From an optimization exercise on the open Yosys and OpenROAD flow, aimed at small area, a short achievable clock period and few clock cycles; shortcuts taken in it are not production practice. RTL that was checked went through simulation tests only; none was proved equivalent to the original. For runs 1, 2 and 5, only the layout was checked, not whether the RTL still works. No activity file was given, so power comes from the tool's default toggle rates.

==> flow/design.v <==
module ALU_standard_calculator_n_bit #(parameter n = 32)(
    input clk,
    input rst,
    input [2:0] op,
    input signed [n-1:0] a,
    input signed [n-1:0] b,
    output signed [2*n-1:0] result,
    output reg valid_result
);
    localparam W = 40;                
    reg [31:0] H, L;                  
    reg        hs;                    
    reg [31:0] A;                     
    reg        busy;                  
    reg        mmul;                  
    reg        bc;                    
    reg        sq;                    
    reg        dz;                    
    reg        dfirst;                
    reg        dneg;                  
    reg [4:0]  cnt;
    reg [4:0]  kA, kB;                
    reg        nzA, nzB, sar;         
    reg [7:0]  mlast;
    assign result = {H | {32{hs}}, L};
    wire op_sub = (op == 3'b001);
    wire op_mul = (op == 3'b010);
    wire op_div = (op == 3'b011);
    wire op_and = (op == 3'b100);
    wire op_not = (op == 3'b111);
    wire op_log = op[2];
    wire sa = a[31];
    wire sb = b[31];
    wire [31:0] xa = a ^ {32{sa}};
    wire [31:0] xb = b ^ {32{sb}};
    wire [31:0] x1 = a ^ {32{op_div & sa}};
    wire [31:0] y1 = (op_mul | op_div) ? 32'b0 : op_not ? 32'hffffffff : b ^ {32{op_sub}};
    wire        c1 = op_sub | (op_div & sa);
    wire [31:0] pg = x1 ^ y1;
    wire [31:0] gg = x1 & y1;
    wire [31:0] lg = (pg & {32{~op_and}}) | (gg & {32{~op[1]}});
    function [31:0] smear;
        input [31:0] x;
        reg [31:0] v;
        begin
            v = x;
            v = v | {1'b0, v[31:1]};
            v = v | {2'b0, v[31:2]};
            v = v | {4'b0, v[31:4]};
            v = v | {8'b0, v[31:8]};
            v = v | {16'b0, v[31:16]};
            smear = v;
        end
    endfunction
    function [4:0] smidx;
        input [31:0] m;
        reg [31:0] h;
        reg [4:0] k;
        integer i;
        begin
            h = m & ~{1'b0, m[31:1]};
            k = 5'd0;
            for (i = 0; i < 32; i = i + 1)
                k = k | (h[i] ? i[4:0] : 5'd0);
            smidx = k;
        end
    endfunction
    wire [31:0] smA = smear(xa);
    wire [31:0] smB = smear(xb);
    wire [31:0] smA1 = sa ? {smA[30:0], 1'b1} : smA;    
    wire early = |(smB & ~smA1);                        
    wire [5:0] lenA = nzA ? {1'b0, kA} + 6'd1 + {5'b0, sar} : {5'b0, sar};
    wire [5:0] lenB = nzB ? {1'b0, kB} + 6'd1 : 6'd0;
    wire [6:0] mq = {1'b0, lenA} - {1'b0, lenB} + 7'd1;
    wire [7:0] mone;
    assign mone[0] = (mq == 1);
    assign mone[1] = (mq == 2);
    assign mone[2] = (mq == 3);
    assign mone[3] = (mq == 4);
    assign mone[4] = (mq == 5) || (mq == 6);
    assign mone[5] = (mq >= 7) && (mq <= 9);
    assign mone[6] = (mq >= 10) && (mq <= 12);
    assign mone[7] = (mq >= 13);
    wire [4:0] dcnt = {mone[7], mone[5] | mone[6] | mone[7], mone[4] | mone[7],      
                       mone[2] | mone[3] | mone[6] | mone[7],
                       mone[1] | mone[3] | mone[4] | mone[6] | mone[7]};
    wire [7:0] msel = dfirst ? mone : mlast;
    wire dlast = dfirst ? mone[0] : (cnt == 0);         
    wire [31:0] rinit = msel[0] ? {1'b0,  L[31:1]} :
                        msel[1] ? {2'b0,  L[31:2]} :
                        msel[2] ? {3'b0,  L[31:3]} :
                        msel[3] ? {4'b0,  L[31:4]} :
                        msel[4] ? {6'b0,  L[31:6]} :
                        msel[5] ? {9'b0,  L[31:9]} :
                        msel[6] ? {12'b0, L[31:12]} : 32'b0;
    wire dbit = |(msel & {L[31], L[11], L[8], L[5], L[3], L[2], L[1], L[0]});
    wire [31:0] mask = {{20{msel[7]}}, {3{msel[7] | msel[6]}}, {3{|msel[7:5]}},
                        {2{|msel[7:4]}}, |msel[7:3], |msel[7:2], |msel[7:1], 1'b1};
    wire [31:0] rsrc = dfirst ? rinit : H;             
    wire        rneg_ = rsrc[31];                        
    wire dstep = ~mmul & ~dneg;
    wire [8:0] mb = {L[7:0], bc};
    reg  [3:0] rone, rtwo, rneg;
    integer j;
    always @(*) begin
        for (j = 0; j < 4; j = j + 1) begin
            rone[j] = mmul & (mb[2*j+1] ^ mb[2*j]);
            rtwo[j] = mmul & ((mb[2*j+2] & ~mb[2*j+1] & ~mb[2*j]) | (~mb[2*j+2] & mb[2*j+1] & mb[2*j]));
            rneg[j] = mmul & mb[2*j+2] & ~(mb[2*j+1] & mb[2*j]);
        end
        rone[0] = rone[0] | dstep;
        rneg[0] = rneg[0] | (dstep & (~A[31] ^ rneg_));
    end
    function [33:0] bpp;              
        input one, two, neg;
        input [31:0] m;
        begin
            bpp = (one ? {m[31], m[31], m} : two ? {m[31], m, 1'b0} : 34'b0) ^ {34{neg}};
        end
    endfunction
    wire [33:0] pp0 = bpp(rone[0], rtwo[0], rneg[0], A);
    wire [33:0] pp1 = bpp(rone[1], rtwo[1], rneg[1], A);
    wire [33:0] pp2 = bpp(rone[2], rtwo[2], rneg[2], A);
    wire [33:0] pp3 = bpp(rone[3], rtwo[3], rneg[3], A);
    wire n3 = rneg[3];
    wire [33:0] hrow = dstep ? {~rsrc[31], rsrc, dbit} : {~H[31], H[31], H};
    wire [W-1:0] hr = {6'b0, hrow};
    wire [W-1:0] r0 = {6'b010101, ~pp0[33], pp0[32:0]};
    wire [W-1:0] r1 = {4'b0, ~pp1[33], pp1[32:0], n3, rneg[0]};
    wire [W-1:0] r2 = {2'b0, ~pp2[33], pp2[32:0], n3, rneg[1], n3, n3};
    wire [W-1:0] r3 = {~pp3[33], pp3[32:0], n3, rneg[2], n3, n3, n3, n3};
    wire [W-1:0] s1 = r1 ^ r2 ^ r3;
    wire [W-1:0] k1 = {((r1 & r2) | (r1 & r3) | (r2 & r3)), n3};
    wire [W-1:0] s2 = s1 ^ k1 ^ r0;
    wire [W-1:0] k2 = {((s1 & k1) | (s1 & r0) | (k1 & r0)), n3};
    wire [W-1:0] s3 = s2 ^ k2 ^ hr;
    wire [W-1:0] k3 = {((s2 & k2) | (s2 & hr) | (k2 & hr)), n3};
    wire [W-1:0] ax = busy ? s3 : {{8{x1[31] & ~op_div}}, x1};
    wire [W-1:0] ay = busy ? k3 : {{8{y1[31]}}, y1};
    wire         ac = busy ? (n3 | dneg) : c1;
    wire [W:0] sum1 = {ax, ac} + {ay, ac};              
    wire [W-1:0] sum = sum1[W:1];
    wire ge = ~sum[W-1];
    wire [31:0] qn = {L[30:0], ge} & mask;              
    always @(posedge clk) begin
        A <= b;
        mmul <= op_mul;
        sq <= sa ^ sb;
        dz <= (b == 0);
        kA <= smidx(smA);
        kB <= smidx(smB);
        nzA <= smA[0];
        nzB <= smB[0];
        sar <= sa;
        mlast <= mone;
        if (!busy) begin
            bc <= 1'b0;
            dfirst <= 1'b1;
            cnt <= 5'd3;
            H <= 32'b0;
            hs <= op_log ? lg[31] : sum[32] & ~op[1];
            L <= op_log ? lg : sum[31:0] & {32{~(op_div & early)}};
        end else if (!valid_result) begin
            if (mmul) begin
                H <= sum[W-1:8];
                L <= {sum[7:0], L[31:8]};
                bc <= L[7];
                cnt <= cnt - 5'd1;
            end else if (dneg) begin
                H <= 32'b0;
                hs <= sum[31];
                L <= sum[31:0];
            end else begin
                dfirst <= 1'b0;
                H <= dlast ? (sq ? ~qn : 32'b0) : sum[31:0];
                L <= qn;
                cnt <= (dfirst ? dcnt : cnt) - 5'd1;
            end
        end
    end
    always @(posedge clk or posedge rst) begin
        if (rst) begin
            busy <= 1'b0;
            valid_result <= 1'b0;
            dneg <= 1'b0;
        end else begin
            busy <= 1'b1;
            if (!busy) begin
                valid_result <= !(op_mul || (op_div && !early));
            end else if (!valid_result) begin
                if (mmul) begin
                    if (cnt == 0) valid_result <= 1'b1;
                end else if (dneg) begin
                    valid_result <= 1'b1;
                end else if (dlast && !dz) begin
                    if (sq) dneg <= 1'b1;
                    else valid_result <= 1'b1;
                end
            end
        end
    end
endmodule
==> flow/flow/run.sh <==
#!/bin/bash
set -euo pipefail
bash standard.sh "BUFFER_PORTS_ARGS=-buffer_cell sky130_fd_sc_hd__buf_1" \
  SETUP_SLACK_MARGIN=12 TNS_END_PERCENT=10 finish > standard_flow.log 2>&1
==> flow/standard.sh <==
#!/bin/bash
# synth_recipe.tcl (not shown) runs the flow's synth.tcl, then flattens the netlist and writes it again
# the make line also repeats each setting of config.mk as NAME=value (left out here)
make -C /OpenROAD-flow-scripts/flow DESIGN_CONFIG=/design/flow/config.mk WORK_HOME=/design/flow/orfs CLKGATE_MAP_FILE= SYNTH_SCRIPT=/design/flow/synth_recipe.tcl "${@:-finish}"
==> flow/config.mk <==
export PLATFORM = sky130hd
export DESIGN_NAME = ALU_standard_calculator_n_bit
export DESIGN_NICKNAME = ALU_standard_calculator_n_bit
export VERILOG_FILES = /design/flow/design.v
export SDC_FILE = /design/flow/constraint.sdc
export NUM_CORES = 4
export LEC_CHECK = 0
export CAP_MARGIN = 20
export CORE_MARGIN = 2
export CORE_UTILIZATION = 40
export SLEW_MARGIN = 20
==> flow/constraint.sdc <==
create_clock -name core_clock -period 18.0 [get_ports {clk}]
set_input_delay 3.6000 -clock core_clock [delete_from_list [all_inputs] [get_ports {clk}]]
set_output_delay 3.6000 -clock core_clock [all_outputs]
set_load 0.01 [all_outputs]
==> run notes, run 1 <==
The tools report the worst-case hold slack as 523 ps. The setup TNS after final layout came out at 0 ps. After detailed routing, the number of remaining DRC violations is 0. Across the routed clock network, the largest skew measured is 19.7 ps. The first global-routing pass estimated 158 mm of wire. The die covers 54700 um2. The gate count after technology mapping came out at 2840.

After detailed placement, the total cell area comes to 22100 um2. The largest driver fanout on the critical path was 7; the half-perimeter wire length of the detailed placement result was 75.2 mm. The run gives 0.393 as the total routing usage reported by global routing. Initial antenna violation count: 2. The post-synthesis mux area share is 0.0180, and the final hold violation count is 0. On the worst path, the slowest cell contributes a delay of 560 ps. Remaining global-route overflow: 0. The run gives 1 as the synthesis warning total. The number of global-route vias before repair is 23500, and the clock buffer count from CTS is 17. The layout has 5114 filler cells. Fraction of the core area covered by cells at the end of the flow: 0.489.

The floorplan die width came out at 234 um. The number of nets with antenna violations after detailed routing was 0; the clock transition at the registers of the reported paths was 70 ps. TritonCTS built the clock tree. The analysis attributes to cell leakage a power of 9.89 nW. The flow ran to the end and the layout has no timing, DRC or antenna violations.

By count the netlist is led by 277 x sky130_fd_sc_hd__a21oi_1, 248 x sky130_fd_sc_hd__clkbuf_1, 209 x sky130_fd_sc_hd__nand2_1. The tools report the final instance area as 25700 um2. Pin placement for this block handled 134 I/O pins. For the final weighted congestion of routability-driven global placement, the log shows 0.994.

During placement, the flow inserted port buffers numbering 133. The per-cell via count in the routed design was 6.94; the final max-slew violation count was 0. The flop and latch count out of synthesis came out at 131. The clock passes through at most 2 buffers.

The critical path data required time came out at 18290 ps. The class of the tightest hold or removal check is reg2reg. The total area inside the core boundary comes to 52400 um2.

The row count was 84. For the data arrival time of the critical path, the log shows 7620 ps. Buffers inserted to repair hold after CTS numbered 0. The run gives 74 as the pin count of the biggest net entering global routing. For this run, the post-layout net count is 3163. Max-cap violations in this run came to 0. Broken down by cell family, the worst path's largest delay share belongs to simple AND/OR/NAND/NOR gates. The share of the synthesized netlist area taken by xor and xnor gates came out at 0.0915. By instance count, the cell type seen most on the critical path is sky130_fd_sc_hd__or4_4. Counting distinct cell types in the post-synthesis netlist gives 82. Among all cell types in the netlist, the one instantiated most often is sky130_fd_sc_hd__a21oi_1.

Counting every sink on the clock net gives 131. Flip-flop cell with the highest count after synthesis: sky130_fd_sc_hd__dfxtp_1. The clock insertion delay at the later pin of the skew report was 490 ps; the fraction of final layout cells sized beyond drive strength 1 was 0.191.

The repair_antennas step left the layout with diodes totalling 0. Summed over all layers, the routed wires come to 109 mm. Detailed routing inserted a total of 24900 vias. The tools report the root buffer cell as sky130_fd_sc_hd__clkbuf_16. For the number of H-tree levels, the log shows 4.

The largest individual stage delay along the critical path comes from the cell sky130_fd_sc_hd__or4_4. In this run the vertical extent of the chip is 234 um. The critical path goes through buf_1 -> buf_6 -> or4_4 -> mux2_4 -> or4_4 -> or4_4 -> a221o_1 -> a2111oi_4 -> a41oi_2 -> buf_6 -> a21o_4 -> buf_12 -> a221oi_2.

The share of the synthesized area in compound gates (AO/OA/AOI/OAI) works out to 0.328. The critical path contains buffers and inverters numbering 4 combined. Proportion of netlist area held by the largest area contributor: 0.0927. The run gives 21200 um2 as the post-synthesis cell area. The final critical-path required period is 7320 ps.

The effective utilization at floorplan is 0.403, and the wire length per cell after detailed routing is 30.2 um. Worst-case headroom to the max-slew limit: 0.187. Setup violations remaining at the end of the flow were counted as 0.

The simple-gate area share of the yosys netlist is 0.196. Dividing the synthesized area by the synthesized cell count gives 7.45 um2. The number of enable flip-flop cells after synthesis was 33. The final clock period utilization by the worst path came out at 0.407. The worst setup path category is in2reg. The share of synthesized area occupied by flip-flops and latches was 0.140. The dominant combinational cell family by area after synthesis is compound AO/OA/AOI/OAI gates. In the post-synthesis netlist, the biggest area contributors are sky130_fd_sc_hd__fa_1 9.3%, sky130_fd_sc_hd__dfxtp_1 9.0%, sky130_fd_sc_hd__a21oi_1 6.6%, sky130_fd_sc_hd__ha_1 6.2%, sky130_fd_sc_hd__xnor2_1 5.8%. The net count after synthesis was 3111. Static timing analysis puts the maximum clock frequency at 137 MHz. The kind of start point of the critical path is an input port. The number of detailed-routing iterations run before antenna repair came out at 7. The ratio of total power to cell area was 153 nW/um2; the post-synthesis adder-cell area fraction was 0.154.

The biggest area contributor in the post-synthesis netlist is sky130_fd_sc_hd__fa_1. The layout overhead on the synthesized area is 21.3%, and the share of async-settable or async-resettable flops after synthesis is 0.0229. Across the VDD grid, the largest voltage drop is 0.000112 V. The worst setup path is captured at a register. Setup repair after global routing could not meet its margin everywhere. The tools report the initial DRC count as 3587. The slew of the pin with the lowest slew margin is 1220 ps.
path summary, 6_finish.rpt:
check / cells past startpoint / start / to / slack [ps]
worst max-delay path: 13 / b[22] / L[13] / 10680
worst min-delay path: 2 / cnt[1] / cnt[1] / 520
worst max register to register: 32 / sar / L[31] / 10750
worst min register to register: 2 / cnt[1] / cnt[1] / 520
max in group asynchronous: 2 / rst / busy / 14870
min in group asynchronous: 2 / rst / busy / 2960
timing repair:
| item | 4_1_cts | 5_1_grt |
|---|---|---|
| resized for setup | 298 | 78 |
| endpoints found under the setup margin | 75 | 74 |
| pin swaps | 105 | 49 |
| setup buffers | 97 | 17 |
| gates cloned | 15 | 0 |
metal layers:
| layer | wire [um] | share of wire | vias to the layer above | global-route usage |
|---|---|---|---|---|
| met5 | 11 | 0.00010 | - | 0.00625 |
| met4 | 7920 | 0.073 | 2 | 0.233 |
| met3 | 14800 | 0.14 | 468 | 0.128 |
| met2 | 44000 | 0.40 | 1962 | 0.558 |
| met1 | 41900 | 0.39 | 11900 | 0.515 |
| li1 | - | - | 10600 | - |
power by group:
part | internal [mW] | switching, mW
Clock | 0.229 | 0.157
Sequential | 0.385 | 0.242
Combinational | 1.15 | 1.75
Total | 1.76 | 2.15
tightest hold or removal path, stage by stage, from the launching register on:
cell	delay, ps
sky130_fd_sc_hd__dfxtp_1	330
sky130_fd_sc_hd__nand2_1	60
sky130_fd_sc_hd__o211ai_1	80
logic make-up after synthesis:
kind of cell    Yosys count
buf+inv                 398
xor+xnor                221
mux                      35
simple gates            834
other cells               1
fa+ha+maj               202
compound gates         1018
flops                   131
registers in the layout, indices dropped and copies added, names as in the netlist:
register	flops
nzA	1
hs	1
H	32
sq	1
kB	5
cnt	5
bc	1
busy	1
dfirst	1
kA	5
A	32
nzB	1
dz	1
mmul	1
mlast	8
valid_result	1
sar	1
dneg	1
L	32
cell usage in the layout (no fill, tap or decap), drive strengths merged, types with 41 or more instances in the layout:
| cell type | n |
|---|---|
| nor2 | 190 |
| xnor2 | 140 |
| and3 | 80 |
| or2 | 41 |
| a22oi | 114 |
| o22ai | 56 |
| nand3 | 68 |
| inv | 103 |
| buf | 304 |
| a221oi | 54 |
| a21oi | 277 |
| fa | 98 |
| xor2 | 81 |
| ha | 104 |
| nand2 | 209 |
| dfxtp | 95 |
| o21ai | 150 |
| a21o | 59 |
| nor3 | 57 |
final cells by class:
class	instances	area [um2]	share of cell area
clock buffers	24	482	0.0188
flip-flops and latches	131	2970	0.116
well taps	688	861	0.0335
inverters	109	428	0.0167
clock inverters	8	126	0.00492
multi-input cells	2318	18500	0.722
repair buffers	315	2270	0.0883
through the flow:
step / total power, mW / setup WS (ps) / std cells
after global placement: 2.87 / 8800 / 3432
after global routing: 4.08 / 10530 / 3593
after floorplan: 2.08 / 10750 / 2840
after CTS: 3.67 / 10780 / 3576
final: 3.92 / 10680 / 3593
after detailed placement: 2.89 / 8720 / 3432
==> run 2: changes to the inputs <==
--- a/flow/config.mk
+++ b/flow/config.mk
@@ -8,4 +8,5 @@
 export CAP_MARGIN = 20
 export CORE_MARGIN = 2
 export CORE_UTILIZATION = 40
+export CTS_BUF_LIST = sky130_fd_sc_hd__clkbuf_4 sky130_fd_sc_hd__clkbuf_8
 export SLEW_MARGIN = 20
==> run notes, run 2 <==
The flow ran to the end and the layout has no timing, DRC or antenna violations. The final hold violation count was 0 (unchanged); the layout overhead on the synthesized area was 19.7% (was 21.3%). For the global-route wire length before repair, the log shows 156 mm (was 158 mm). Share of async-settable or async-resettable flops after synthesis: 0.0229 (unchanged). The final routed DRC violation total was 0 (unchanged); the proportion of netlist area held by the largest area contributor was 0.0927 (unchanged). Number of filler instances in the final layout: 5121 (was 5114). The largest driver fanout on the critical path came out at 11 (was 7).

The logs give 0 (unchanged) for the number of buffers added to fix hold violations after cts and 0 (unchanged) for the number of nets with antenna violations after detailed routing. The row count came out at 84 (unchanged). The number of H-tree levels is 4 (unchanged). The logs give 7960 ps (was 7620 ps) for the data arrival time of the critical path and 134 (unchanged) for the count of boundary I/O pins. The average cell area after synthesis works out to 7.45 um2 (unchanged).

Final weighted congestion of routability-driven global placement: 0.994 (unchanged). For the share of synthesized area occupied by flip-flops and latches, the log shows 0.140 (unchanged). The ratio of total power to cell area is 150 nW/um2 (was 153 nW/um2), and the number of nets in the layout is 3161 (was 3163).

The launch point of the worst hold path was cnt[1] (unchanged). The number of port buffers was 133 (unchanged). Most numerous cell on the critical path: sky130_fd_sc_hd__ha_4 (was sky130_fd_sc_hd__or4_4).

The reg-to-reg startpoint was sar (unchanged). For the area enclosed by the die boundary, the log shows 54700 um2 (unchanged). The worst setup path category was reg2reg (was in2reg). For the half-perimeter wire length of the detailed placement result, the log shows 75.2 mm (unchanged). Standard cell with the maximum stage delay on the critical path: sky130_fd_sc_hd__o21ai_0 (was sky130_fd_sc_hd__or4_4).

Setup repair after global routing could not meet its margin everywhere. The number of cell instances on the worst register-to-register path works out to 32 (unchanged). Capturing point of the worst reg2reg path: H[13] (was L[31]). The number of enable flip-flop cells after synthesis works out to 33 (unchanged). The tools report the post-detailed-routing wire length as 110 mm (was 109 mm). Cell count of the worst hold path: 2 (unchanged). The most common library cell in the layout ignoring fill and taps is sky130_fd_sc_hd__a21oi_1 (unchanged).

The tools report the worst-case headroom to the max-slew limit as 0.237 (was 0.187). The slew of the pin with the lowest slew margin came out at 1140 ps (was 1220 ps). The tools report the clock insertion delay at the later pin of the skew report as 570 ps (was 490 ps).

The tools report the number of detailed-routing iterations run before antenna repair as 11 (was 7). The setup TNS after final layout was 0 ps (unchanged). The area inside the core boundary was 52400 um2 (unchanged). Commonest cells after routing, fill and taps aside: 239 x sky130_fd_sc_hd__a21oi_1, 205 x sky130_fd_sc_hd__nand2_1, 180 x sky130_fd_sc_hd__nor2_1 (was 228 x sky130_fd_sc_hd__a21oi_1, 205 x sky130_fd_sc_hd__nand2_1, 179 x sky130_fd_sc_hd__nor2_1). The final critical-path required period was 7470 ps (was 7320 ps); the number of library cell types mapped by synthesis was 82 (unchanged).

The remaining global-route overflow was 0 (unchanged). The number of global-route vias before repair was 23100 (was 23500). Clock sink count: 131 (unchanged).

The largest vdd supply drop is 0.0000820 V (was 0.000112 V), and the post-synthesis cell area is 21200 um2 (unchanged). TritonCTS built the clock tree. The tools report the worst-case clock skew as 28.7 ps (was 19.7 ps).

Most frequent cells after synthesis: 277 x sky130_fd_sc_hd__a21oi_1, 248 x sky130_fd_sc_hd__clkbuf_1, 209 x sky130_fd_sc_hd__nand2_1 (unchanged). The run gives 1 (unchanged) as the synthesis warning total. The tools report the end point of the most critical hold path as cnt[1] (unchanged). The fraction of final layout cells sized beyond drive strength 1 is 0.184 (was 0.191), and the total routing usage reported by global routing is 0.388 (was 0.393). The placed cell count is 3432 (unchanged). Net count after synthesis: 3111 (unchanged).

Kind of start point of the critical path: a register (was an input port). The floorplan die width is 234 um (unchanged). The final clock period utilization by the worst path came out at 0.415 (was 0.407). The logs give 17 (unchanged) for the clock buffer count from CTS and 18400 um2 (was 18500 um2) for the area occupied by multi-input gates. Largest cells by area after synthesis: sky130_fd_sc_hd__fa_1 9.3%, sky130_fd_sc_hd__dfxtp_1 9.0%, sky130_fd_sc_hd__a21oi_1 6.6%, sky130_fd_sc_hd__ha_1 6.2%, sky130_fd_sc_hd__xnor2_1 5.8% (unchanged). Initial DRC count: 3617 (was 3587).

The tools report the gate count after technology mapping as 2840 (unchanged). The per-cell via count in the routed design is 6.99 (was 6.94). The clock transition at the registers of the reported paths was 100 ps (was 70 ps). The pin count of the biggest net entering global routing is 74 (unchanged).

Largest registers: A: 32 flops, H: 32 flops, L: 32 flops (unchanged). The tools report the initial antenna violation count as 2 (unchanged). The final instance count without filler cells was 3596 (was 3593); the die extent in y was 234 um (unchanged). The tools report the root buffer cell as sky130_fd_sc_hd__clkbuf_8 (was sky130_fd_sc_hd__clkbuf_16). The area of all sequential standard cells was 2970 um2 (unchanged); the total number of vias was 25100 (was 24900). The maximum root-to-sink buffer count is 2 (unchanged), and the wire length per cell after detailed routing is 30.5 um (was 30.2 um). The library cell with the largest summed area after synthesis was sky130_fd_sc_hd__fa_1 (unchanged). The final max-slew violation count came out at 0 (unchanged). The cell with the most instances after synthesis was sky130_fd_sc_hd__a21oi_1 (unchanged).

The flop and latch count out of synthesis is 131 (unchanged). Class of the tightest hold or removal check: reg2reg (unchanged). The effective utilization at floorplan came out at 0.403 (unchanged). The highest clock frequency the design can meet was 134 MHz (was 137 MHz). The flip-flop cell with the highest count after synthesis is sky130_fd_sc_hd__dfxtp_1 (unchanged).

The tools report the type of destination of the critical path as a register (unchanged). The run gives 10530 ps (was 10750 ps) as the minimum setup slack among reg-to-reg paths. The total of endpoints with negative setup slack in the final report is 0 (unchanged), and the number of maximum-capacitance violations is 0 (unchanged).

Critical path data required time: 18490 ps (was 18290 ps). The leakage dissipation was 9.70 nW (was 9.89 nW). Total design power: 3.81 mW (was 3.92 mW). The maximum cell stage delay along the critical path works out to 660 ps (was 560 ps).
[run 2: repair_timing]
item / in CTS / in global routing
endpoints found under the hold margin: 0 / 0
cloned: 14 / 2
endpoints found under the setup margin: 75 / 74
resized for setup: 204 / 132
pin swaps: 67 / 76
buffers inserted: 82 / 29
[run 2: worst max-delay path by stage]
stage / slack (ps) / cells after the start / from / endpoint
floorplan: 10750 / 19 / a[31] / L[31]
CTS: 10860 / 13 / b[27] / L[13]
finish: 10530 / 32 / sar / H[13]
detailed placement: 8720 / 33 / kA[0] / L[29]
global placement: 8800 / 33 / sar / L[28]
global route: 10430 / 33 / sar / H[0]
[run 2: routing by layer]
layer | GRT usage | vias to the layer above | wire, um
met1 | 0.509 | 12000 | 42300
met3 | 0.126 | 481 | 14700
met2 | 0.559 | 2027 | 44900
met4 | 0.213 | 2 | 7530
li1 | - | 10600 | -
met5 | 0 | - | 11
[run 2: per-stage QoR]
step	util	instance area, um2	hold slack, ps	worst slack [ps]
final	0.483	25300	520	10530
after global routing	0.483	25300	567	10430
after CTS	0.465	24400	524	10860
after detailed placement	0.421	22100	508	8720
after global placement	0.421	22100	494	8800
after floorplan	-	21400	418	10750
[run 2: area by class of cell]
type                            count  area share
Timing Repair Buffer              314      0.0883
Tap cell                          688      0.0340
Antenna cell                        5    0.000494
Inverter                          109      0.0169
Clock buffer                       24      0.0121
Sequential cell                   131       0.117
Clock inverter                      8     0.00499
Multi-Input combinational cell   2317       0.726
[run 2: logic make-up (layout without fill, tap and decap cells)]
logic type	Yosys count	in the layout	synth area share
AO/OA/AOI/OAI	1018	1018	0.328
AND/OR/NAND/NOR	834	835	0.196
buffers and inverters	398	455	0.0718
XOR/XNOR	221	221	0.0915
adder cells (fa/ha/maj)	202	202	0.154
flip-flops	131	131	0.140
multiplexers	35	40	0.0180
other	1	6	0.000177
[run 2: power breakdown]
| group | internal, mW | switching (mW) |
|---|---|---|
| Combinational | 1.14 | 1.74 |
| Clock | 0.155 | 0.147 |
| Sequential | 0.384 | 0.239 |
[run 2: worst max-delay path, delay by kind of cell, from the launching register on]
kind                       cells  cell delay [ps]
DFF                            1              330
adders and majority gates      7             1920
muxes                          1              420
AOI/OAI and AO/OA              9             2760
and+or+nand+nor                7              940
xor gates and xnor gates       1              160
buffers and inverters          7              860
==> run 3: changes to the inputs <==
--- a/flow/design.v
+++ b/flow/design.v
@@ -19,8 +19,7 @@
     reg        dfirst;                
     reg        dneg;                  
     reg [4:0]  cnt;
-    reg [4:0]  kA, kB;                
-    reg        nzA, nzB, sar;         
+    reg [5:0]  lenA, lenB;            
     reg [7:0]  mlast;
     assign result = {H | {32{hs}}, L};
     wire op_sub = (op == 3'b001);
@@ -34,7 +33,7 @@
     wire [31:0] xa = a ^ {32{sa}};
     wire [31:0] xb = b ^ {32{sb}};
     wire [31:0] x1 = a ^ {32{op_div & sa}};
-    wire [31:0] y1 = (op_mul | op_div) ? 32'b0 : op_not ? 32'hffffffff : b ^ {32{op_sub}};
+    wire [31:0] y1 = op[2] ? b | {32{op[1] & op[0]}} : (b ^ {32{op[0]}}) & {32{~op[1]}};
     wire        c1 = op_sub | (op_div & sa);
     wire [31:0] pg = x1 ^ y1;
     wire [31:0] gg = x1 & y1;
@@ -52,7 +51,7 @@
             smear = v;
         end
     endfunction
-    function [4:0] smidx;
+    function [5:0] smlen;
         input [31:0] m;
         reg [31:0] h;
         reg [4:0] k;
@@ -62,15 +61,13 @@
             k = 5'd0;
             for (i = 0; i < 32; i = i + 1)
                 k = k | (h[i] ? i[4:0] : 5'd0);
-            smidx = k;
+            smlen = m[0] ? {1'b0, k} + 6'd1 : 6'd0;
         end
     endfunction
     wire [31:0] smA = smear(xa);
     wire [31:0] smB = smear(xb);
     wire [31:0] smA1 = sa ? {smA[30:0], 1'b1} : smA;    
     wire early = |(smB & ~smA1);                        
-    wire [5:0] lenA = nzA ? {1'b0, kA} + 6'd1 + {5'b0, sar} : {5'b0, sar};
-    wire [5:0] lenB = nzB ? {1'b0, kB} + 6'd1 : 6'd0;
     wire [6:0] mq = {1'b0, lenA} - {1'b0, lenB} + 7'd1;
     wire [7:0] mone;
     assign mone[0] = (mq == 1);
@@ -140,22 +137,18 @@
     wire         ac = busy ? (n3 | dneg) : c1;
     wire [W:0] sum1 = {ax, ac} + {ay, ac};              
     wire [W-1:0] sum = sum1[W:1];
-    wire ge = ~sum[W-1];
+    wire ge = ~sum[31];                                 
     wire [31:0] qn = {L[30:0], ge} & mask;              
     always @(posedge clk) begin
         A <= b;
-        mmul <= op_mul;
-        sq <= sa ^ sb;
-        dz <= (b == 0);
-        kA <= smidx(smA);
-        kB <= smidx(smB);
-        nzA <= smA[0];
-        nzB <= smB[0];
-        sar <= sa;
-        mlast <= mone;
         if (!busy) begin
+            mmul <= op_mul;
             bc <= 1'b0;
+            sq <= sa ^ sb;
+            dz <= (b == 0);
             dfirst <= 1'b1;
+            lenA <= smlen(smA1);
+            lenB <= smlen(smB);
             cnt <= 5'd3;
             H <= 32'b0;
             hs <= op_log ? lg[31] : sum[32] & ~op[1];
@@ -172,6 +165,7 @@
                 L <= sum[31:0];
             end else begin
                 dfirst <= 1'b0;
+                mlast <= mone;
                 H <= dlast ? (sq ? ~qn : 32'b0) : sum[31:0];
                 L <= qn;
                 cnt <= (dfirst ? dcnt : cnt) - 5'd1;
--- a/flow/config.mk
+++ b/flow/config.mk
@@ -8,5 +8,4 @@
 export CAP_MARGIN = 20
 export CORE_MARGIN = 2
 export CORE_UTILIZATION = 40
-export CTS_BUF_LIST = sky130_fd_sc_hd__clkbuf_4 sky130_fd_sc_hd__clkbuf_8
 export SLEW_MARGIN = 20
==> run notes, run 3 <==
The tools report the count of boundary I/O pins as 134 (unchanged). The total of endpoints with negative setup slack in the final report is 0 (unchanged), and the die extent in y is 233 um (was 234 um). The clock transition at the registers of the reported paths is 70 ps (was 100 ps), and the cell count of the worst hold path is 2 (unchanged). The final hold violation count is 0 (unchanged), and the worst-case clock skew is 17.1 ps (was 28.7 ps).

Largest cells by area after synthesis: sky130_fd_sc_hd__fa_1 9.3%, sky130_fd_sc_hd__edfxtp_1 8.0%, sky130_fd_sc_hd__dfxtp_1 6.8%, sky130_fd_sc_hd__ha_1 6.2%, sky130_fd_sc_hd__xnor2_1 5.7% (was sky130_fd_sc_hd__fa_1 9.3%, sky130_fd_sc_hd__dfxtp_1 9.0%, sky130_fd_sc_hd__a21oi_1 6.6%, sky130_fd_sc_hd__ha_1 6.2%, sky130_fd_sc_hd__xnor2_1 5.8%). For the initial antenna violation count, the log shows 0 (was 2). Final critical-path required period: 6960 ps (was 7470 ps).

For the post-detailed-routing wire length, the log shows 99.3 mm (was 110 mm). For the gate count after technology mapping, the log shows 2754 (was 2840). The tools report the launch point of the worst hold path as cnt[1] (unchanged).

The run gives 0.349 (was 0.388) as the total routing usage reported by global routing. The logs give 143 mm (was 156 mm) for the global-route wire length before repair and 21000 um2 (was 21200 um2) for the post-synthesis cell area. Largest registers: A: 32 flops, H: 32 flops, L: 32 flops (unchanged). The floorplan die width is 233 um (was 234 um), and the largest driver fanout on the critical path is 8 (was 11). End point of the most critical hold path: cnt[1] (unchanged).

The logs give 23900 (was 25100) for the total number of vias and 0.151 (was 0.140) for the share of synthesized area occupied by flip-flops and latches. For the final weighted congestion of routability-driven global placement, the log shows 0.982 (was 0.994). The number of enable flip-flop cells after synthesis was 56 (was 33). The run finished with no timing, DRC or antenna violations. The critical path data required time is 18240 ps (was 18490 ps). Most common library cell in the layout ignoring fill and taps: sky130_fd_sc_hd__nand2_1 (was sky130_fd_sc_hd__a21oi_1). Number of H-tree levels: 4 (unchanged). The clock insertion delay at the later pin of the skew report is 500 ps (was 570 ps). The flip-flop cell with the highest count after synthesis was sky130_fd_sc_hd__dfxtp_1 (unchanged). The flop and latch count out of synthesis is 130 (was 131). The setup TNS after final layout was 0 ps (unchanged). The number of global-route vias before repair is 21700 (was 23100). The standard cell with the maximum stage delay on the critical path is sky130_fd_sc_hd__fa_2 (was sky130_fd_sc_hd__o21ai_0). The final clock period utilization by the worst path is 0.387 (was 0.415). The fraction of final layout cells sized beyond drive strength 1 was 0.206 (was 0.184). Setup repair after global routing could not meet its margin everywhere.

The minimum setup slack among reg-to-reg paths was 11070 ps (was 10530 ps). The class of the tightest hold or removal check was reg2reg (unchanged). The final routed DRC violation total came out at 0 (unchanged). Reg-to-reg startpoint: lenB[1] (was sar). The leakage dissipation was 9.91 nW (was 9.70 nW). The run gives 17 (unchanged) as the clock buffer count from CTS. The antenna diode count was 0 (was 5). For the largest vdd supply drop, the log shows 0.000105 V (was 0.0000820 V).

The logs give 7200 ps (was 7960 ps) for the data arrival time of the critical path and 51600 um2 (was 52400 um2) for the area inside the core boundary. Wire length per cell after detailed routing: 28.2 um (was 30.5 um). The cell with the most instances after synthesis was sky130_fd_sc_hd__clkbuf_1 (was sky130_fd_sc_hd__a21oi_1). Commonest cells after routing, fill and taps aside: 212 x sky130_fd_sc_hd__nand2_1, 191 x sky130_fd_sc_hd__a21oi_1, 160 x sky130_fd_sc_hd__o21ai_0 (was 239 x sky130_fd_sc_hd__a21oi_1, 205 x sky130_fd_sc_hd__nand2_1, 180 x sky130_fd_sc_hd__nor2_1). The net count after synthesis came out at 3025 (was 3111). The average cell area after synthesis is 7.63 um2 (was 7.45 um2). The tools report the effective utilization at floorplan as 0.407 (was 0.403). The number of port buffers is 133 (unchanged), and the maximum root-to-sink buffer count is 2 (unchanged). The maximum cell stage delay along the critical path came out at 400 ps (was 660 ps). The tools report the final max-slew violation count as 0 (unchanged). Worst setup path category: in2reg (was reg2reg).

The ratio of total power to cell area is 171 nW/um2 (was 150 nW/um2), and the clock sink count is 130 (was 131). The most numerous cell on the critical path was sky130_fd_sc_hd__buf_12 (was sky130_fd_sc_hd__ha_4). The share of async-settable or async-resettable flops after synthesis is 0.0231 (was 0.0229). The proportion of netlist area held by the largest area contributor is 0.0934 (was 0.0927). The run gives 0 (unchanged) as the number of maximum-capacitance violations. The number of cell instances on the worst register-to-register path came out at 28 (was 32). For the initial DRC count, the log shows 3242 (was 3617). The slew of the pin with the lowest slew margin is 1130 ps (was 1140 ps), and the pin count of the biggest net entering global routing is 76 (was 74). The signal on the critical path passes through clkbuf_16 -> clkinvlp_4 -> nor2_4 -> buf_12 -> nor2b_4 -> buf_12 -> o22a_1 -> mux2_4 -> fa_2 -> a211oi_4 -> o21bai_4 -> o211a_1 -> a21oi_4 -> o41a_1 -> o21bai_1 -> a21o_1 -> xnor2_4 -> o2111a_1 -> o32ai_2.

The remaining global-route overflow is 0 (unchanged), and the area enclosed by the die boundary is 54400 um2 (was 54700 um2). The worst-case hold slack came out at 530 ps (was 520 ps). The tools report the capturing point of the worst reg2reg path as L[25] (was H[13]). Half-perimeter wire length of the detailed placement result: 68.1 mm (was 75.2 mm).

Type of destination of the critical path: a register (unchanged). Library cell with the largest summed area after synthesis: sky130_fd_sc_hd__fa_1 (unchanged). The highest clock frequency the design can meet was 144 MHz (was 134 MHz); the worst-case headroom to the max-slew limit was 0.248 (was 0.237). The tools report the row count as 83 (was 84). Most frequent cells after synthesis: 242 x sky130_fd_sc_hd__clkbuf_1, 227 x sky130_fd_sc_hd__a21oi_1, 217 x sky130_fd_sc_hd__nand2_1 (was 277 x sky130_fd_sc_hd__a21oi_1, 248 x sky130_fd_sc_hd__clkbuf_1, 209 x sky130_fd_sc_hd__nand2_1).

TritonCTS built the clock tree. Number of nets with antenna violations after detailed routing: 0 (unchanged). The run gives 6 (was 11) as the number of detailed-routing iterations run before antenna repair. The total design power was 4.46 mW (was 3.81 mW); the number of library cell types mapped by synthesis was 93 (was 82). The tools report the kind of start point of the critical path as an input port (was a register). The per-cell via count in the routed design was 6.79 (was 6.99). The tools report the root buffer cell as sky130_fd_sc_hd__clkbuf_16 (was sky130_fd_sc_hd__clkbuf_8). The layout overhead on the synthesized area works out to 24.2% (was 19.7%). Number of nets in the layout: 3101 (was 3161).

The synthesis warning total came out at 1 (unchanged).
## run 3: cell types whose count changed after synthesis, moves of 21 or more
cell / previous run / this run
sky130_fd_sc_hd__nor3b_1: 8 / 29
sky130_fd_sc_hd__o21ai_0: 149 / 183
sky130_fd_sc_hd__and3_1: 80 / 55
sky130_fd_sc_hd__nor2_1: 190 / 167
sky130_fd_sc_hd__edfxtp_1: 33 / 56
sky130_fd_sc_hd__a221oi_1: 52 / 95
sky130_fd_sc_hd__nor2b_1: 15 / 36
sky130_fd_sc_hd__a21oi_1: 277 / 227
sky130_fd_sc_hd__dfxtp_1: 95 / 71
## run 3: worst max-delay path: cells and delay by family
family / cells / cell delay (ps)
fa+ha+maj: 1 / 400
compound gates: 10 / 1960
mux: 1 / 300
simple gates: 2 / 190
xor+xnor: 1 / 250
buf+inv: 4 / 490
## run 3: final cells by class
| class | instances | area, um2 |
|---|---|---|
| fill | 4909 | 25500 |
| multi-input combinational | 2249 | 18400 |
| sequential | 130 | 3180 |
| timing repair buffer | 335 | 2710 |
| tap | 680 | 851 |
| clock buffer | 19 | 433 |
| inverter | 97 | 390 |
| clock inverter | 13 | 150 |
## run 3: logic make-up (layout without fill, tap and decap cells)
group	count (synthesis)	after routing	share of synthesized area
muxes	40	44	0.0207
buffers and inverters	382	464	0.0696
and+or+nand+nor	796	797	0.191
AOI/OAI and AO/OA	981	983	0.319
DFF	130	130	0.151
xor gates and xnor gates	221	221	0.0921
adders and majority gates	202	202	0.155
other	2	2	0.000358
## run 3: how the worst max path moves through the flow
| stage | slack (ps) | cells past startpoint | from | to |
|---|---|---|---|---|
| after CTS | 11140 | 19 | op[2] | L[23] |
| after floorplan | 10510 | 23 | a[31] | L[0] |
| after detailed placement | 9170 | 19 | op[2] | L[28] |
| final | 11040 | 19 | op[2] | L[23] |
| after global placement | 9220 | 19 | op[2] | L[28] |
| after global routing | 10870 | 28 | lenB[1] | L[0] |
## run 3: what timing repair did
item	4_1_cts	5_1_grt
endpoints found under the setup margin	77	77
hold buffers	0	0
buffers inserted	53	74
gates cloned	20	9
pin swaps	87	102
gates resized for setup	230	182
endpoints found under the hold margin	0	0
## run 3: per-stage QoR
step / worst slack [ps] / cell area, um2 / instances / utilization
6_report: 11040 / 26100 / 3523 / 0.505
5_1_grt: 10870 / 26100 / 3523 / 0.505
4_1_cts: 11140 / 24500 / 3440 / 0.475
3_5_place_dp: 9170 / 21900 / 3335 / 0.425
3_3_place_gp: 9220 / 21900 / 3335 / 0.425
2_1_floorplan: 10510 / 21400 / 2754 / -
## run 3: power breakdown
group          internal (mW)  switching, mW  leakage [nW]  total (mW)
Clock                  0.205          0.161         0.279       0.366
Combinational           1.46           1.97          8.46        3.43
Sequential             0.407          0.260          1.17       0.667
## run 3: layer usage
| layer | share of wire | wire (um) | track usage |
|---|---|---|---|
| met5 | 0.000081 | 8 | 0 |
| met4 | 0.060 | 5920 | 0.183 |
| met3 | 0.12 | 12200 | 0.0986 |
| met2 | 0.42 | 41300 | 0.501 |
| met1 | 0.40 | 39900 | 0.472 |
Testbench counts of run 3, summed over its fixed seeds: cycles 13,608.
==> run 4: changes to the inputs <==
==> flow/flow/run.sh (replaced) <==
#!/bin/bash
set -euo pipefail
bash standard.sh "BUFFER_PORTS_ARGS=-buffer_cell sky130_fd_sc_hd__buf_1" \
  SETUP_SLACK_MARGIN=12 TNS_END_PERCENT=0 finish > standard_flow.log 2>&1
==> run notes, run 4 <==
The share of synthesized area occupied by flip-flops and latches was 0.151 (unchanged). Largest cells by area after synthesis: sky130_fd_sc_hd__fa_1 9.3%, sky130_fd_sc_hd__edfxtp_1 8.0%, sky130_fd_sc_hd__dfxtp_1 6.8%, sky130_fd_sc_hd__ha_1 6.2%, sky130_fd_sc_hd__xnor2_1 5.7% (unchanged). The run gives 3070 (was 3101) as the number of nets in the layout. Final routed DRC violation total: 0 (unchanged).

Kind of cell adding the most delay to the critical path: compound AO/OA/AOI/OAI gates (unchanged). The leakage dissipation is 9.69 nW (was 9.91 nW), and the total number of vias is 23800 (was 23900). Setup repair after global routing could not meet its margin everywhere.

The run gives 3025 (unchanged) as the net count after synthesis. The met1 global-route usage is 0.474 (was 0.472). Type of destination of the critical path: a register (unchanged). The clock insertion delay at the later pin of the skew report is 500 ps (about the same). The root buffer cell was sky130_fd_sc_hd__clkbuf_16 (unchanged). The floorplan die width is 233 um (unchanged). The row count is 83 (unchanged), and the clock transition at the registers of the reported paths is 70 ps (about the same). The gate count after technology mapping came out at 2754 (unchanged). The count of boundary I/O pins came out at 134 (unchanged).

The run gives 2 (unchanged) as the maximum root-to-sink buffer count. Class of the tightest hold or removal check: reg2reg (unchanged). End point of the most critical hold path: bc (was cnt[1]). The logs give 98.9 mm (was 99.3 mm) for the post-detailed-routing wire length and 68.4 mm (was 68.1 mm) for the half-perimeter wire length of the detailed placement result. The final weighted congestion of routability-driven global placement is 0.960 (was 0.982), and the effective utilization at floorplan is 0.407 (unchanged). The reg-to-reg startpoint is lenB[1] (unchanged). The standard cell area after detailed placement was 21900 um2 (about the same).

The final instance area was 25600 um2 (was 26100 um2). The total routing usage reported by global routing is 0.346 (was 0.349). The clock sink count was 130 (unchanged); the per-cell via count in the routed design was 6.81 (was 6.79).

The clock buffer count from CTS came out at 17 (unchanged). Commonest cells after routing, fill and taps aside: 210 x sky130_fd_sc_hd__nand2_1, 193 x sky130_fd_sc_hd__a21oi_1, 159 x sky130_fd_sc_hd__o21ai_0 (was 212 x sky130_fd_sc_hd__nand2_1, 191 x sky130_fd_sc_hd__a21oi_1, 160 x sky130_fd_sc_hd__o21ai_0). The maximum cell stage delay along the critical path is 370 ps (was 400 ps).

The final clock period utilization by the worst path is 0.387 (about the same), and the critical path data required time is 18250 ps (was 18240 ps). The number of nets with antenna violations after detailed routing came out at 0 (unchanged). The setup TNS after final layout is 0 ps (unchanged), and the average cell area after synthesis is 7.63 um2 (unchanged). The number of enable flip-flop cells after synthesis was 56 (unchanged). Worst path buffer plus inverter count: 4 (unchanged). The capturing point of the worst reg2reg path was L[23] (was L[25]).

The total of endpoints with negative setup slack in the final report came out at 0 (unchanged). The remaining global-route overflow was 0 (unchanged); the minimum setup slack among reg-to-reg paths was 11070 ps (about the same). The logs give 142 mm (was 143 mm) for the global-route wire length before repair and 21000 um2 (unchanged) for the post-synthesis cell area. The logs give 0 (unchanged) for the final hold violation count and 0.318 (was 0.248) for the worst-case headroom to the max-slew limit.

The tools report the largest vdd supply drop as 0.0000863 V (was 0.000105 V). For the number of maximum-capacitance violations, the log shows 0 (unchanged). The number of global-route vias before repair came out at 21500 (was 21700). The fraction of final layout cells sized beyond drive strength 1 was 0.194 (was 0.206).

The flop and latch count out of synthesis is 130 (unchanged). Met3 routing resource usage after global routing: 0.0826 (was 0.0986). The number of H-tree levels was 4 (unchanged); the area inside the core boundary was 51600 um2 (unchanged). The ratio of total power to cell area came out at 170 nW/um2 (was 171 nW/um2). Highest clock frequency the design can meet: 144 MHz (about the same). The number of port buffers came out at 133 (unchanged).

Standard cell with the maximum stage delay on the critical path: sky130_fd_sc_hd__a221o_1 (was sky130_fd_sc_hd__fa_2). Fraction of the core area covered by cells at the end of the flow: 0.496 (was 0.505). The run finished with no timing, DRC or antenna violations.

The most common library cell in the layout ignoring fill and taps was sky130_fd_sc_hd__nand2_1 (unchanged). The largest driver fanout on the critical path came out at 16 (was 8). Critical Path, Cell by Cell: buf_8 -> buf_12 -> clkinvlp_4 -> nor2_4 -> nor2b_4 -> bufbuf_16 -> o22a_1 -> a21o_1 -> ha_4 -> a221o_1 -> a211oi_4 -> nor2_2 -> a21oi_4 -> o41a_1 -> o21bai_1 -> a21o_1 -> xnor2_4 -> o2111a_1 -> o32ai_2 (was clkbuf_16 -> clkinvlp_4 -> nor2_4 -> buf_12 -> nor2b_4 -> buf_12 -> o22a_1 -> mux2_4 -> fa_2 -> a211oi_4 -> o21bai_4 -> o211a_1 -> a21oi_4 -> o41a_1 -> o21bai_1 -> a21o_1 -> xnor2_4 -> o2111a_1 -> o32ai_2). The synthesis warning total is 1 (unchanged). Largest registers: A: 32 flops, H: 32 flops, L: 32 flops (unchanged).

The cell with the most instances after synthesis was sky130_fd_sc_hd__clkbuf_1 (unchanged). The final critical-path required period was 6960 ps (about the same); the data arrival time of the critical path was 7210 ps (was 7200 ps). The cell count of the worst hold path was 2 (unchanged); the final instance count without filler cells was 3493 (was 3523). The number of detailed-routing iterations run before antenna repair was 6 (unchanged).

Most frequent cells after synthesis: 242 x sky130_fd_sc_hd__clkbuf_1, 227 x sky130_fd_sc_hd__a21oi_1, 217 x sky130_fd_sc_hd__nand2_1 (unchanged). The logs give 3 (was 0) for the initial antenna violation count and 0 (unchanged) for the final max-slew violation count. The initial DRC count is 3176 (was 3242). The most numerous cell on the critical path is sky130_fd_sc_hd__a21o_1 (was sky130_fd_sc_hd__buf_12). The area enclosed by the die boundary came out at 54400 um2 (unchanged). The tools report the kind of start point of the critical path as an input port (unchanged). The launch point of the worst hold path was bc (was cnt[1]). The layout overhead on the synthesized area was 21.8% (was 24.2%). The tools report the placed cell count as 3338 (was 3335). The wire length per cell after detailed routing came out at 28.3 um (was 28.2 um). The most heavily used metal layer in global routing is met2 (unchanged). The tools report the pin count of the biggest net entering global routing as 76 (unchanged). TritonCTS built the clock tree. The number of buffers added to fix hold violations after cts came out at 0 (unchanged). Worst setup path category: in2reg (unchanged).

The die extent in y came out at 233 um (unchanged). The library cell with the largest summed area after synthesis was sky130_fd_sc_hd__fa_1 (unchanged). The slew of the pin with the lowest slew margin is 1020 ps (was 1130 ps), and the share of async-settable or async-resettable flops after synthesis is 0.0231 (unchanged). The number of cell instances on the worst register-to-register path came out at 30 (was 28). The met2 layer usage reported by global route is 0.514 (was 0.501), and the worst-case clock skew is 17.6 ps (was 17.1 ps). The number of library cell types mapped by synthesis is 93 (unchanged), and the proportion of netlist area held by the largest area contributor is 0.0934 (unchanged). The flip-flop cell with the highest count after synthesis was sky130_fd_sc_hd__dfxtp_1 (unchanged).
==> run 4: changes by cell type in the layout (fill, tap and decap cells not counted), sizes merged, moves of 2 or more <==
cell	before	now
clkinv	8	3
buf	307	289
inv	96	98
bufinv	2	4
clkbuf	41	25
bufbuf	5	8
==> run 4: timing repair <==
item                       CTS  global route
gates cloned                17             7
buffers inserted            56            42
setup endpoints to repair   77            77
resized for setup          269           108
pin swaps                   73            97
==> run 4: final cells by class <==
| class | instances | area, um2 |
|---|---|---|
| Clock inverter | 13 | 198 |
| Timing Repair Buffer | 303 | 2350 |
| Inverter | 97 | 373 |
| Antenna cell | 1 | 2.50 |
| Sequential cell | 130 | 3180 |
| Tap cell | 680 | 851 |
| Multi-Input combinational cell | 2250 | 18200 |
| Clock buffer | 19 | 433 |
| Fill cell | 4932 | 26000 |
==> run 4: kinds of logic (layout without fill, tap and decap cells) <==
group,after synthesis,in the layout,synth area share
xor gates and xnor gates,221,221,0.0921
buffers and inverters,382,432,0.0696
muxes,40,45,0.0207
adders and majority gates,202,202,0.155
DFF,130,130,0.151
and+or+nand+nor,796,798,0.191
other,2,3,0.000358
AOI/OAI and AO/OA,981,982,0.319
==> run 4: worst reg2reg max path, delay by kind of cell, from the launching register on <==
kind	cells	cell delay (ps)
and+or+nand+nor	3	270
xor gates and xnor gates	2	420
DFF	1	370
adders and majority gates	5	1590
AOI/OAI and AO/OA	15	3380
buffers and inverters	5	660
==> run 4: per-layer routing <==
| metal | share of wire | routed length [um] | up-vias |
|---|---|---|---|
| li1 | - | - | 10300 |
| met1 | 0.41 | 40100 | 11400 |
| met2 | 0.42 | 41500 | 1728 |
| met3 | 0.12 | 11800 | 329 |
| met4 | 0.056 | 5510 | 2 |
| met5 | 0.000091 | 9 | - |
==> run 4: worst max-delay path by stage <==
| stage | from | end | slack (ps) | cells after the start |
|---|---|---|---|---|
| 6_report | op[2] | L[23] | 11040 | 19 |
| 3_5_place_dp | op[1] | L[28] | 9100 | 17 |
| 3_3_place_gp | op[1] | L[28] | 9230 | 17 |
| 2_1_floorplan | a[31] | L[0] | 10510 | 23 |
| 5_1_grt | lenB[1] | L[23] | 10910 | 30 |
| 4_1_cts | op[2] | L[0] | 11210 | 18 |
==> run 4: per-stage QoR <==
| stage | hold slack [ps] | worst slack, ps | total power [mW] |
|---|---|---|---|
| CTS | 527 | 11210 | 4.05 |
| finish | 537 | 11040 | 4.36 |
| global route | 567 | 10910 | 4.55 |
| floorplan | 462 | 10510 | 2.32 |
| global placement | 509 | 9230 | 3.16 |
| detailed placement | 512 | 9100 | 3.18 |
==> run 4: power breakdown <==
group          switching [mW]  leakage (nW)  internal [mW]
logic                    1.93          8.22           1.37
registers               0.248          1.17          0.407
clock network           0.165         0.297          0.234
total                    2.34          9.69           2.02
==> run 5: changes to the inputs <==
--- a/flow/design.v
+++ b/flow/design.v
@@ -20,7 +20,6 @@
     reg        dneg;                  
     reg [4:0]  cnt;
     reg [5:0]  lenA, lenB;            
-    reg [7:0]  mlast;
     assign result = {H | {32{hs}}, L};
     wire op_sub = (op == 3'b001);
     wire op_mul = (op == 3'b010);
@@ -81,7 +80,7 @@
     wire [4:0] dcnt = {mone[7], mone[5] | mone[6] | mone[7], mone[4] | mone[7],      
                        mone[2] | mone[3] | mone[6] | mone[7],
                        mone[1] | mone[3] | mone[4] | mone[6] | mone[7]};
-    wire [7:0] msel = dfirst ? mone : mlast;
+    wire [7:0] msel = mone;
     wire dlast = dfirst ? mone[0] : (cnt == 0);         
     wire [31:0] rinit = msel[0] ? {1'b0,  L[31:1]} :
                         msel[1] ? {2'b0,  L[31:2]} :
@@ -165,7 +164,6 @@
                 L <= sum[31:0];
             end else begin
                 dfirst <= 1'b0;
-                mlast <= mone;
                 H <= dlast ? (sq ? ~qn : 32'b0) : sum[31:0];
                 L <= qn;
                 cnt <= (dfirst ? dcnt : cnt) - 5'd1;
==> run notes, run 5 <==
The portion of total power attributed to combinational logic was 0.748 (was 0.758). The number of cell instances on the worst register-to-register path was 28 (was 30); the wire length per cell after detailed routing was 29.1 um (was 28.3 um). The share of the synthesized netlist area taken by xor and xnor gates is 0.0886 (was 0.0921), and the total of endpoints with negative setup slack in the final report is 0 (unchanged).

The worst-case headroom to the max-slew limit was 0.265 (was 0.318); the worst path buffer plus inverter count was 3 (was 4). The post-synthesis mux area share is 0.0231 (was 0.0207). The effective utilization at floorplan is 0.405 (was 0.407). The share of total power in the clock network is 0.097 (was 0.091), and the ratio of total power to cell area is 149 nW/um2 (was 170 nW/um2). The data arrival time of the critical path came out at 7600 ps (was 7210 ps). Floorplan die width: 235 um (was 233 um).

The flip-flop cell with the highest count after synthesis is sky130_fd_sc_hd__dfxtp_1 (unchanged). Type of destination of the critical path: a register (unchanged). Gate count after technology mapping: 2805 (was 2754). Critical Path, Cell by Cell: buf_8 -> buf_12 -> nor2b_4 -> nand3_4 -> buf_12 -> xnor2_4 -> nor2_2 -> a21oi_2 -> ha_1 -> a21o_1 -> a21o_1 -> a2111oi_4 -> o32a_1 -> a21o_4 -> nand2_4 -> a311oi_4 -> o21ai_1 -> or4b_4 -> a41oi_2 (was buf_8 -> buf_12 -> clkinvlp_4 -> nor2_4 -> nor2b_4 -> bufbuf_16 -> o22a_1 -> a21o_1 -> ha_4 -> a221o_1 -> a211oi_4 -> nor2_2 -> a21oi_4 -> o41a_1 -> o21bai_1 -> a21o_1 -> xnor2_4 -> o2111a_1 -> o32ai_2). The logs give 0.359 (was 0.346) for the total routing usage reported by global routing and 0 (unchanged) for the final routed DRC violation total. Standard cell with the maximum stage delay on the critical path: sky130_fd_sc_hd__or4b_4 (was sky130_fd_sc_hd__a221o_1). Largest cells by area after synthesis: sky130_fd_sc_hd__fa_1 9.2%, sky130_fd_sc_hd__edfxtp_1 6.8%, sky130_fd_sc_hd__dfxtp_1 6.7%, sky130_fd_sc_hd__ha_1 6.1%, sky130_fd_sc_hd__a21oi_1 5.7% (was sky130_fd_sc_hd__fa_1 9.3%, sky130_fd_sc_hd__edfxtp_1 8.0%, sky130_fd_sc_hd__dfxtp_1 6.8%, sky130_fd_sc_hd__ha_1 6.2%, sky130_fd_sc_hd__xnor2_1 5.7%).

The area inside the core boundary is 52600 um2 (was 51600 um2). The largest driver fanout on the critical path is 6 (was 16). The kind of start point of the critical path is an input port (unchanged). The dominant combinational cell family by area after synthesis was compound AO/OA/AOI/OAI gates (unchanged). The tools report the synthesis warning total as 1 (unchanged). The number of nets with antenna violations after detailed routing is 0 (unchanged), and the number of library cell types mapped by synthesis is 96 (was 93). For the initial antenna violation count, the log shows 1 (was 3).

Most frequent cells after synthesis: 245 x sky130_fd_sc_hd__clkbuf_1, 244 x sky130_fd_sc_hd__a21oi_1, 235 x sky130_fd_sc_hd__nand2_1 (was 242 x sky130_fd_sc_hd__clkbuf_1, 227 x sky130_fd_sc_hd__a21oi_1, 217 x sky130_fd_sc_hd__nand2_1). The total number of vias was 24300 (was 23800); the final clock period utilization by the worst path was 0.401 (was 0.387). The kind of cell adding the most delay to the critical path is compound AO/OA/AOI/OAI gates (unchanged). Library cell with the largest summed area after synthesis: sky130_fd_sc_hd__fa_1 (unchanged). The fraction of final layout cells sized beyond drive strength 1 came out at 0.170 (was 0.194). The depth of the critical timing path with buffers and inverters included came out at 19 (unchanged). The switching share of power works out to 0.566 (was 0.538). The cell with the most instances after synthesis was sky130_fd_sc_hd__clkbuf_1 (unchanged). Commonest cells after routing, fill and taps aside: 230 x sky130_fd_sc_hd__nand2_1, 211 x sky130_fd_sc_hd__a21oi_1, 192 x sky130_fd_sc_hd__nor2_1 (was 210 x sky130_fd_sc_hd__nand2_1, 193 x sky130_fd_sc_hd__a21oi_1, 159 x sky130_fd_sc_hd__o21ai_0). Worst setup path endpoint: H[31] (was L[23]). The maximum root-to-sink buffer count is 2 (unchanged), and the leakage dissipation is 9.47 nW (was 9.69 nW). The post-synthesis cell area is 21300 um2 (was 21000 um2), and the number of global-route vias before repair is 22600 (was 21500). The class of the tightest hold or removal check is reg2reg (unchanged). The origin of the worst setup path is op[2] (unchanged).

The count of boundary I/O pins came out at 134 (unchanged). The flow ran to the end and the layout has no timing, DRC or antenna violations. The number of H-tree levels is 4 (unchanged), and the simple-gate area share of the yosys netlist is 0.197 (was 0.191).

Number of port buffers: 133 (unchanged). Most common library cell in the layout ignoring fill and taps: sky130_fd_sc_hd__nand2_1 (unchanged). The logs give 18380 ps (was 18250 ps) for the critical path data required time and 84 (was 83) for the row count. For the largest vdd supply drop, the log shows 0.0000779 V (was 0.0000863 V). The final max-slew violation count is 0 (unchanged), and the average cell area after synthesis is 7.58 um2 (was 7.63 um2). The run gives 0 (unchanged) as the final hold violation count. Largest registers: A: 32 flops, H: 32 flops, L: 32 flops (unchanged). The tools report the capturing point of the worst reg2reg path as H[31] (was L[23]). The run gives 147 mm (was 142 mm) as the global-route wire length before repair. The setup TNS after final layout is 0 ps (unchanged).

Setup repair after global routing could not meet its margin everywhere. TritonCTS built the clock tree. Reg-to-reg startpoint: lenB[1] (unchanged). The flop and latch count out of synthesis is 122 (was 130), and the per-cell via count in the routed design is 6.94 (was 6.81). For the half-perimeter wire length of the detailed placement result, the log shows 72.7 mm (was 68.4 mm). The number of detailed-routing iterations run before antenna repair was 12 (was 6); the slew of the pin with the lowest slew margin was 1100 ps (was 1020 ps). The logs give 3193 (was 3176) for the initial DRC count and 0.155 (was 0.150) for the fraction of power consumed by sequential logic. The area enclosed by the die boundary was 55000 um2 (was 54400 um2). The die extent in y is 235 um (was 233 um). The minimum setup slack among reg-to-reg paths is 10810 ps (was 11070 ps), and the net switching power of the design is 2.08 mW (was 2.34 mW). The share of the synthesized area in compound gates (AO/OA/AOI/OAI) works out to 0.326 (was 0.319). The logs give 139 MHz (was 144 MHz) for the highest clock frequency the design can meet and 0 (unchanged) for the number of maximum-capacitance violations. The number of filler instances in the final layout came out at 5223 (was 4932). Root buffer cell: sky130_fd_sc_hd__clkbuf_16 (unchanged). The area occupied by multi-input gates is 18000 um2 (was 18200 um2), and the clock transition at the registers of the reported paths is 60 ps (was 70 ps). The maximum cell stage delay along the critical path is 540 ps (was 370 ps).

The pin count of the biggest net entering global routing is 82 (was 76). The run gives 3076 (was 3025) as the net count after synthesis. The layout overhead on the synthesized area is 16.5% (was 21.8%). Final weighted congestion of routability-driven global placement: 1.02 (was 0.960). The share of async-settable or async-resettable flops after synthesis works out to 0.0246 (was 0.0231). For the number of nets in the layout, the log shows 3079 (was 3070). The internal power of the cells was 1.60 mW (was 2.02 mW).

The area of all sequential standard cells is 2940 um2 (was 3180 um2), and the proportion of netlist area held by the largest area contributor is 0.0923 (was 0.0934). For the worst-case hold slack, the log shows 532 ps (was 537 ps). The final critical-path required period was 7220 ps (was 6960 ps).

Worst setup path category: in2reg (unchanged). The clock buffer count from CTS was 17 (unchanged); the worst-case clock skew was 19.3 ps (was 17.6 ps). The remaining global-route overflow was 0 (unchanged); the clock sink count was 122 (was 130). The post-synthesis adder-cell area fraction works out to 0.153 (was 0.155). The run gives 102 mm (was 98.9 mm) as the post-detailed-routing wire length. The number of enable flip-flop cells after synthesis works out to 48 (was 56). The clock insertion delay at the later pin of the skew report was 470 ps (was 500 ps); the share of synthesized area occupied by flip-flops and latches was 0.138 (was 0.151).
run 5: metrics by stage:
step | setup slack, ps | utilization | instances | total power [mW] | cell area [um2]
final | 10780 | 0.471 | 3510 | 3.68 | 24800
after global routing | 10660 | 0.471 | 3509 | 3.84 | 24800
after floorplan | 10620 | - | 2805 | 2.04 | 21500
after CTS | 10960 | 0.461 | 3480 | 3.49 | 24200
after global placement | 8690 | 0.418 | 3380 | 2.83 | 22000
after detailed placement | 8570 | 0.418 | 3380 | 2.85 | 22000
run 5: worst min-delay path by stage:
| stage | startpoint | cells after the start | end | slack (ps) |
|---|---|---|---|---|
| 3_5_place_dp | cnt[1] | 2 | cnt[1] | 520 |
| 4_1_cts | cnt[1] | 2 | cnt[1] | 530 |
| 6_report | cnt[1] | 2 | cnt[1] | 530 |
| 3_3_place_gp | cnt[0] | 2 | cnt[0] | 510 |
| 5_1_grt | cnt[3] | 2 | cnt[3] | 560 |
| 2_1_floorplan | bc | 2 | bc | 470 |
run 5: layout make-up:
cell class	instances	area share
antenna	1	0.000101
clock buffer	19	0.0179
clock inverter	13	0.00541
inverter	107	0.0167
multi-input combinational	2287	0.729
sequential	122	0.119
tap	688	0.0348
timing repair buffer	273	0.0777
run 5: what timing repair did:
item / in CTS / in global routing
hold buffers: 0 / 0
endpoints found under the setup margin: 77 / 77
hold endpoints to repair: 0 / 0
cloned: 9 / 4
buffers inserted: 59 / 25
pin swaps: 67 / 31
resized for setup: 193 / 53
run 5: worst min-delay path, delay by kind of cell (launching register included):
| family | cells | cell delay, ps |
|---|---|---|
| compound gates | 1 | 70 |
| flops | 1 | 340 |
| simple gates | 1 | 60 |
run 5: power by group through the flow:
stage | sequential (mW) | combinational (mW) | clock, mW
2_1_floorplan | 0.416 | 1.62 | 0
3_3_place_gp | 0.548 | 2.28 | 0
3_5_place_dp | 0.550 | 2.30 | 0
4_1_cts | 0.544 | 2.58 | 0.357
5_1_grt | 0.562 | 2.91 | 0.367
6_report | 0.569 | 2.76 | 0.358
run 5: kinds of logic after synthesis:
group                      count (synthesis)
xor gates and xnor gates                 215
AOI/OAI and AO/OA                        976
buffers and inverters                    402
muxes                                     46
and+or+nand+nor                          840
adders and majority gates                202
DFF                                      122
other                                      2
run 5: metal layers:
metal  track usage  vias to the layer above  share of wire  routed length, um
li1              -                    10400              -                  -
met1         0.464                    11700           0.38              39000
met2         0.539                     1852           0.43              43500
met3        0.0975                      376           0.13              13100
met4         0.197                        0          0.065               6680
met5             0                        -              0                  0

-- static timing again, ports no longer ideal --
The flow's constraints put no driver on any port. The routed layouts listed below were extracted and timed again, unchanged, in two steps.
Step 1 assumes that a clkbuf_16 drives the clock port and a buf_2 every other input.
Step 2 also shifts input and output timing later by t, the mid clock arrival at the registers, as if the neighbouring blocks saw the same clock.
a / b / c = ideal / step 1 / step 2; a / b = the first two.
| run | shift t [ns] | slack for setup (ns) | cell pins on the clock port's net |
|---|---|---|---|
| run 1 | 0.546 | 10.676 / 10.716 / 10.170 | 1 |
| run 2 | 0.613 | 10.527 / 10.527 / 10.134 | 1 |
| run 3 | 0.552 | 11.039 / 10.934 / 10.382 | 1 |
| run 4 | 0.546 | 11.037 / 10.968 / 10.422 | 1 |
| run 5 | 0.518 | 10.781 / 10.762 / 10.244 | 1 |
After both steps setup and hold are still met in every run listed. For run 3, which loses most, drivers alone change the setup slack by -0.105 ns; drivers and shift together by -0.657 ns.
